What follows belongs to an exercise in optimizing a design on an open flow for small area, a short achievable clock period and few clock cycles per item; a production flow would make more cautious choices.
In this exercise RTL edits were held to simulation tests only and were not proved equivalent to the original.
Power figures rest on the tool's default switching activity, not on a simulated workload.

## branch pepper
Design multiplier, start of the top module:
module multiplier(
	input logic clk,
	input logic rst,
	input logic start_flag,
	input logic[15:0] a,
	input logic[15:0] b,
	output logic[31:0] result,
	output logic status
	);
	logic one1;
	logic two2;
	logic cb3;
	logic y7;
	logic y9;
	logic y11;
	logic y13;
	logic y15;
	logic y17;
	logic y19;
	logic y21;
	logic y23;
	logic y25;
	logic y27;
	logic y29;
	logic y31;
	logic y33;
	logic y35;
	logic y37;
	logic pp39;
	logic pp41;
	logic pp43;
	logic pp45;
	logic pp47;
	logic pp49;
	logic pp51;
	logic pp53;
	logic pp55;
	logic pp57;
	logic pp59;
	logic pp61;
	logic pp63;
	logic pp65;
	logic pp67;
	logic pp69;
	logic pp71;
	logic one73;
	logic two74;
	logic cb75;
	logic y79;
	logic y81;
	logic y83;
	logic y85;
	logic y87;
	logic y89;
	logic y91;
	logic y93;
	logic y95;
	logic y97;
	logic y99;
	logic y101;
	logic y103;
	logic y105;
	logic y107;
	logic y109;
	logic pp111;
	logic pp113;
	logic pp115;
	logic pp117;
	logic pp119;
	logic pp121;
	logic pp123;
	logic pp125;
	logic pp127;
	logic pp129;
	logic pp131;
	logic pp133;
	logic pp135;
	logic pp137;
	logic pp139;
	logic pp141;
	logic pp143;
	logic one145;
	logic two146;
	logic cb147;
	logic y151;
	logic y153;
	logic y155;
	logic y157;
	logic y159;
	logic y161;
	logic y163;
	logic y165;
	logic y167;
	logic y169;
	logic y171;
	logic y173;
	logic y175;
	logic y177;
	logic y179;
	logic y181;
	logic pp183;
	logic pp185;
	logic pp187;
	logic pp189;
	logic pp191;
	logic pp193;
	logic pp195;
	logic pp197;
	logic pp199;
	logic pp201;
	logic pp203;
	logic pp205;
	logic pp207;
	logic pp209;
	logic pp211;
	logic pp213;
	logic pp215;
	logic one217;
	logic two218;
	logic cb219;
	logic y223;
	logic y225;
	logic y227;
	logic y229;
	logic y231;
	logic y233;
	logic y235;
	logic y237;
	logic y239;
	logic y241;
	logic y243;
	logic y245;
	logic y247;
	logic y249;
	logic y251;
	logic y253;
	logic pp255;
	logic pp257;
	logic pp259;
	logic pp261;
	logic pp263;
	logic pp265;
	logic pp267;
	logic pp269;
	logic pp271;
	logic pp273;
	logic pp275;
	logic pp277;
	logic pp279;
	logic pp281;
	logic pp283;
	logic pp285;
	logic pp287;
	logic one289;
	logic two290;
	logic cb291;
	logic y295;
	logic y297;
	logic y299;
	logic y301;
	logic y303;
	logic y305;
	logic y307;
  ...
Size: roughly 62 flip-flops, ~68 I/O pins.
export LEC_CHECK = 0
export CAP_MARGIN = 20
export CORE_MARGIN = 2
export CORE_UTILIZATION = 40
export CTS_BUF_LIST = sky130_fd_sc_hd__clkbuf_2 sky130_fd_sc_hd__clkbuf_4
export GPL_TIMING_DRIVEN = 0
export SETUP_SLACK_MARGIN = 0.3
export SLEW_MARGIN = 20
export SYNTH_HIERARCHICAL = 1
create_clock -name core_clock -period 4.0 [get_ports {clk}]
standard.sh (not shown) runs the stock make flow with config.mk's settings and CLKGATE_MAP_FILE= SYNTH_SCRIPT=/design/flow/synth_recipe.tcl, a recipe that flattens the netlist after the stock synthesis.
==> flow/flow/run.sh <==
#!/bin/bash
set -euo pipefail
cd "$(dirname "$0")/.."
export BUFFER_PORTS_ARGS="-buffer_cell sky130_fd_sc_hd__buf_2"
bash standard.sh > make.log 2>&1
Testbench counts of branch pepper, summed over its fixed seeds: cycles 1,608, items 1,600.
For branch raven, these inputs were changed with respect to branch pepper:
# branch pepper
export LEC_CHECK = 0
export CAP_MARGIN = 20
export CORE_MARGIN = 2
export CORE_UTILIZATION = 40
export CTS_BUF_LIST = sky130_fd_sc_hd__clkbuf_2 sky130_fd_sc_hd__clkbuf_4
export GPL_TIMING_DRIVEN = 0
export SETUP_SLACK_MARGIN = 0.3
export SLEW_MARGIN = 20
export SYNTH_HIERARCHICAL = 1
create_clock -name core_clock -period 4.0 [get_ports {clk}]
# branch raven
export LEC_CHECK = 0
export CAP_MARGIN = 20
export CORE_MARGIN = 2
export CORE_UTILIZATION = 40
export GPL_TIMING_DRIVEN = 0
export SETUP_SLACK_MARGIN = 0.6
export SLEW_MARGIN = 20
export SYNTH_HIERARCHICAL = 1
create_clock -name core_clock -period 4.0 [get_ports {clk}]
### Flow results
In the metrics for branch raven and branch pepper, the one carrying the lower maximum frequency is branch pepper.
For branch raven, the worst setup path endpoint was result[23], unlike branch pepper, where it was result[30].
The final reports for branch raven and branch pepper show proportion of power drawn by flip-flops and latches lower in the former.
In the final reports, the cell area of branch raven is larger than that of branch pepper.

* * *

Another version of the RTL of multiplier (not shown whole).
For scale: ~630 cells after synthesis, roughly 58 flip-flops, ~7100 um^2 of cells after synthesis.
==> flow/config.mk <==
export PLATFORM = sky130hd
export DESIGN_NAME = multiplier
export DESIGN_NICKNAME = multiplier
export VERILOG_FILES = /design/flow/design.v
export SDC_FILE = /design/flow/constraint.sdc
export NUM_CORES = 4
export LEC_CHECK = 0
export CAP_MARGIN = 20
export CORE_MARGIN = 2
export CORE_UTILIZATION = 70
export GPL_TIMING_DRIVEN = 1
export SETUP_SLACK_MARGIN = 0.2
export SLEW_MARGIN = 20
export SYNTH_HIERARCHICAL = 1
==> flow/constraint.sdc <==
create_clock -name core_clock -period 4.0 [get_ports {clk}]
set_input_delay 0.8000 -clock core_clock [delete_from_list [all_inputs] [get_ports {clk}]]
set_output_delay 0.8000 -clock core_clock [all_outputs]
set_load 0.01 [all_outputs]
Scripts as last shown in full above: flow/flow/run.sh
Testbench counts at the start, summed over its fixed seeds: cycles 1,608, items 1,600.
Rerun with:
- PLACE_DENSITY: default -> 0.8
- SETUP_SLACK_MARGIN: 0.2 -> 0.4
Result: The new run finished clean. First-iteration DRC count went down by roughly a tenth. Sequential power rises slightly. Count of clock-buffer cells in the layout falls by 1. Total power stays flat. Final area rises slightly. Via count shrinks slightly. Maximum frequency goes up by a little under a tenth.
Rerun with:
- GPL_ROUTABILITY_DRIVEN: default -> 0
- PLACE_DENSITY: 0.8 -> default
Outcome:
- routed wire length went up slightly
- total power climbs slightly
- via count came out higher slightly
- global-route usage climbs by 0.65 points
- hold slack improves by 13 ps
- die area does not change
- setup slack gets worse by 22 ps
- final area climbs slightly
- utilization grows by 0.71 points
- count of clock-buffer cells in the layout goes up by 4
Rerun with:
- GPL_ROUTABILITY_DRIVEN: 0 -> default
- SETUP_SLACK_MARGIN: 0.4 -> 0.3
Effect:
- synthesized cell count stays the same
- worst setup slack loses 41 ps
- flip-flop and latch count does not change
- total power came out lower slightly
- final area came out lower slightly
- wire length came out higher slightly
- clock power came out higher by a few percent
- core utilization came out lower by 1.2 points
- first-iteration DRC count came out lower by about a fifth
- final cell count came out lower slightly
- die area does not change
Rerun with:
- SETUP_SLACK_MARGIN: 0.3 -> 0.5
- The changed run produced a clean layout
- wire length went up by a few percent
- count of clock-buffer cells in the layout went down by 1
- via count went up by a few percent
- fmax went up by a few percent
- clock power went down by a little under a tenth
- total power went up by a few percent
- synthesized area does not change
- first-iteration DRC count went up by a quarter to a third

* * *

job 2996:
multiplier with an RTL version that a note above also has.
For scale: ~650 cells after synthesis, about 62 flip-flops, ~68 I/O pins, ~7300 sq um of cells after synthesis.
Settings: LEC_CHECK=0, CAP_MARGIN=20, CORE_MARGIN=2, CORE_UTILIZATION=40, GPL_TIMING_DRIVEN=0, SLEW_MARGIN=20, SYNTH_HIERARCHICAL=1; clock period 4.0 ns.
Scripts as last shown in full above: flow/flow/run.sh
Job 2996 completed every stage of the flow, and the final layout passed the timing, design-rule and antenna checks.
Testbench counts of job 2996, summed over its fixed seeds: cycles 1,608, items 1,600.
Setup changes, job 2996 to job 2289
Settings: CORE_UTILIZATION: 40 -> 70.
Results
- Per the final summary, job 2289 finished and its layout is clean on timing, DRC and antenna.
- Job 2996 finished every step from synthesis to the final layout, and the layout passed the timing, design-rule and antenna checks.
- Between job 2996 and job 2289, the flow reports non-clock buffer count decreasing slightly.
- Looking at period utilization, job 2289 sits 0.36 points above job 2996.
- Higher total placed instance area goes to job 2996 over job 2289.
- Taking job 2996 as the reference, in job 2289 number of hold buffers added after cts has remained practically unchanged, clock network area share has decreased, wire length the detailed router placed on met1 has decreased, top achievable clock speed has decreased, combinational fraction of design power has increased.

* * *

Starting RTL as in the previous note.
export LEC_CHECK = 0
export CAP_MARGIN = 20
export CORE_MARGIN = 2
export CORE_UTILIZATION = 70
export GPL_TIMING_DRIVEN = 1
export SETUP_SLACK_MARGIN = 0.3
export SLEW_MARGIN = 20
export SYNTH_HIERARCHICAL = 1
create_clock -name core_clock -period 4.0 [get_ports {clk}]
Scripts as last shown in full above: flow/flow/run.sh
Testbench counts at the start, summed over its fixed seeds: cycles 1,608, items 1,600.
Change:
- GPL_TIMING_DRIVEN: 1 -> 0
=>
- The changed run ran to the end with no violations
- sequential power stays flat
- flip-flop and latch count stays the same
- cell area went up by a few percent
- wire length fell by a few percent
- die area does not change
- worst hold slack stays flat
- non-clock buffer count went up by 15
- total power increases by roughly a tenth
- clock power is lower by about a fifth

* * *

multiplier with an RTL version that a note above also has.
Size in the first run: roughly 630 cells after synthesis, about 7100 um^2 of cells after synthesis.
export LEC_CHECK = 0
export CAP_MARGIN = 20
export CORE_MARGIN = 2
export CORE_UTILIZATION = 70
export CTS_BUF_LIST = sky130_fd_sc_hd__clkbuf_4 sky130_fd_sc_hd__clkbuf_8
export CTS_CLUSTER_SIZE = 30
export GPL_TIMING_DRIVEN = 1
export SETUP_SLACK_MARGIN = 0.3
export SLEW_MARGIN = 20
export SYNTH_HIERARCHICAL = 1
create_clock -name core_clock -period 4.0 [get_ports {clk}]
Scripts as last shown in full above: flow/flow/run.sh
Testbench counts at the start, summed over its fixed seeds: cycles 1,608, items 1,600.
Rerun with:
==> flow/flow/run.sh (replaced) <==
#!/bin/bash
set -euo pipefail
cd "$(dirname "$0")/.."
export BUFFER_PORTS_ARGS="-buffer_cell sky130_fd_sc_hd__buf_1"
bash standard.sh > make.log 2>&1
Settings changed: CTS_BUF_LIST sky130_fd_sc_hd__clkbuf_4 sky130_fd_sc_hd__clkbuf_8 to not set, CTS_CLUSTER_SIZE 30 to not set, SETUP_SLACK_MARGIN 0.3 to 0.4.
Effect: Combinational power barely changes; count of clock-buffer cells in the layout goes down by 3; sequential share of layout area goes down by 0.54 points; final cell count grows by a few percent; sequential power is higher by a few percent; total power hardly moves; die area does not change.
Rerun with:
==> flow/flow/run.sh (replaced) <==
#!/bin/bash
set -euo pipefail
cd "$(dirname "$0")/.."
export BUFFER_PORTS_ARGS="-buffer_cell sky130_fd_sc_hd__buf_2"
bash standard.sh > make.log 2>&1
Final cell count falls by a few percent.
Sequential share of layout area came out higher by 0.46 points.
Fmax increases slightly.
Wire length went down by a few percent.
Global-route usage falls by 1.4 points.

==> re-timing with driven ports <==
The flow's constraints put no driver on any port. The routed layouts listed below were extracted and timed again, unchanged, in two steps. Step 1, drivers: a clkbuf_16 drives clk and a buf_2 each remaining input, both assumed. Step 2 also shifts input and output timing later by t, the mid clock arrival at the registers, as if the neighbouring blocks saw the same clock. Slacks: ideal / step 1 / step 2; pairs: ideal / step 1.
run	t, ns	setup WS [ns]	worst setup path at the end	worst register clock-pin slew, ns	cell pins on the clock port's net
branch pepper	0.486	0.283 / 0.246 / -0.110	input to register	0.12 / 0.12	1
branch raven	0.382	0.428 / 0.385 / 0.253	input to register	0.06 / 0.06	1
the first run of note 2	0.392	0.253 / 0.267 / -0.125	input to register	0.08 / 0.08	1
the second run of note 2	0.394	0.513 / 0.477 / 0.137	input to register	0.08 / 0.08	1
the third run of note 2	0.381	0.491 / 0.456 / 0.126	input to register	0.08 / 0.08	1
the fourth run of note 2	0.398	0.451 / 0.429 / 0.067	input to register	0.08 / 0.08	1
the fifth run of note 2	0.395	0.548 / 0.521 / 0.167	input to register	0.08 / 0.08	1
job 2996	0.381	0.151 / 0.107 / -0.206	input to register	0.05 / 0.05	1
job 2289	0.386	0.137 / 0.100 / -0.217	input to register	0.07 / 0.07	1
the first run of note 4	0.390	0.355 / 0.322 / 0.111	input to register	0.07 / 0.07	1
the second run of note 4	0.392	0.353 / 0.315 / 0.004	input to register	0.07 / 0.07	1
the first run of note 5	0.388	0.397 / 0.411 / 0.023	input to register	0.08 / 0.08	1
the second run of note 5	0.387	0.477 / 0.442 / 0.113	input to register	0.08 / 0.08	1
the third run of note 5	0.394	0.513 / 0.477 / 0.137	input to register	0.08 / 0.08	1
With both steps, setup timing fails in branch pepper, the first run of note 2, job 2996 and job 2289, where it was met with ideal ports. The setup slack of branch pepper, which loses most, moves by -0.037 ns with the drivers and by -0.393 ns with both steps.
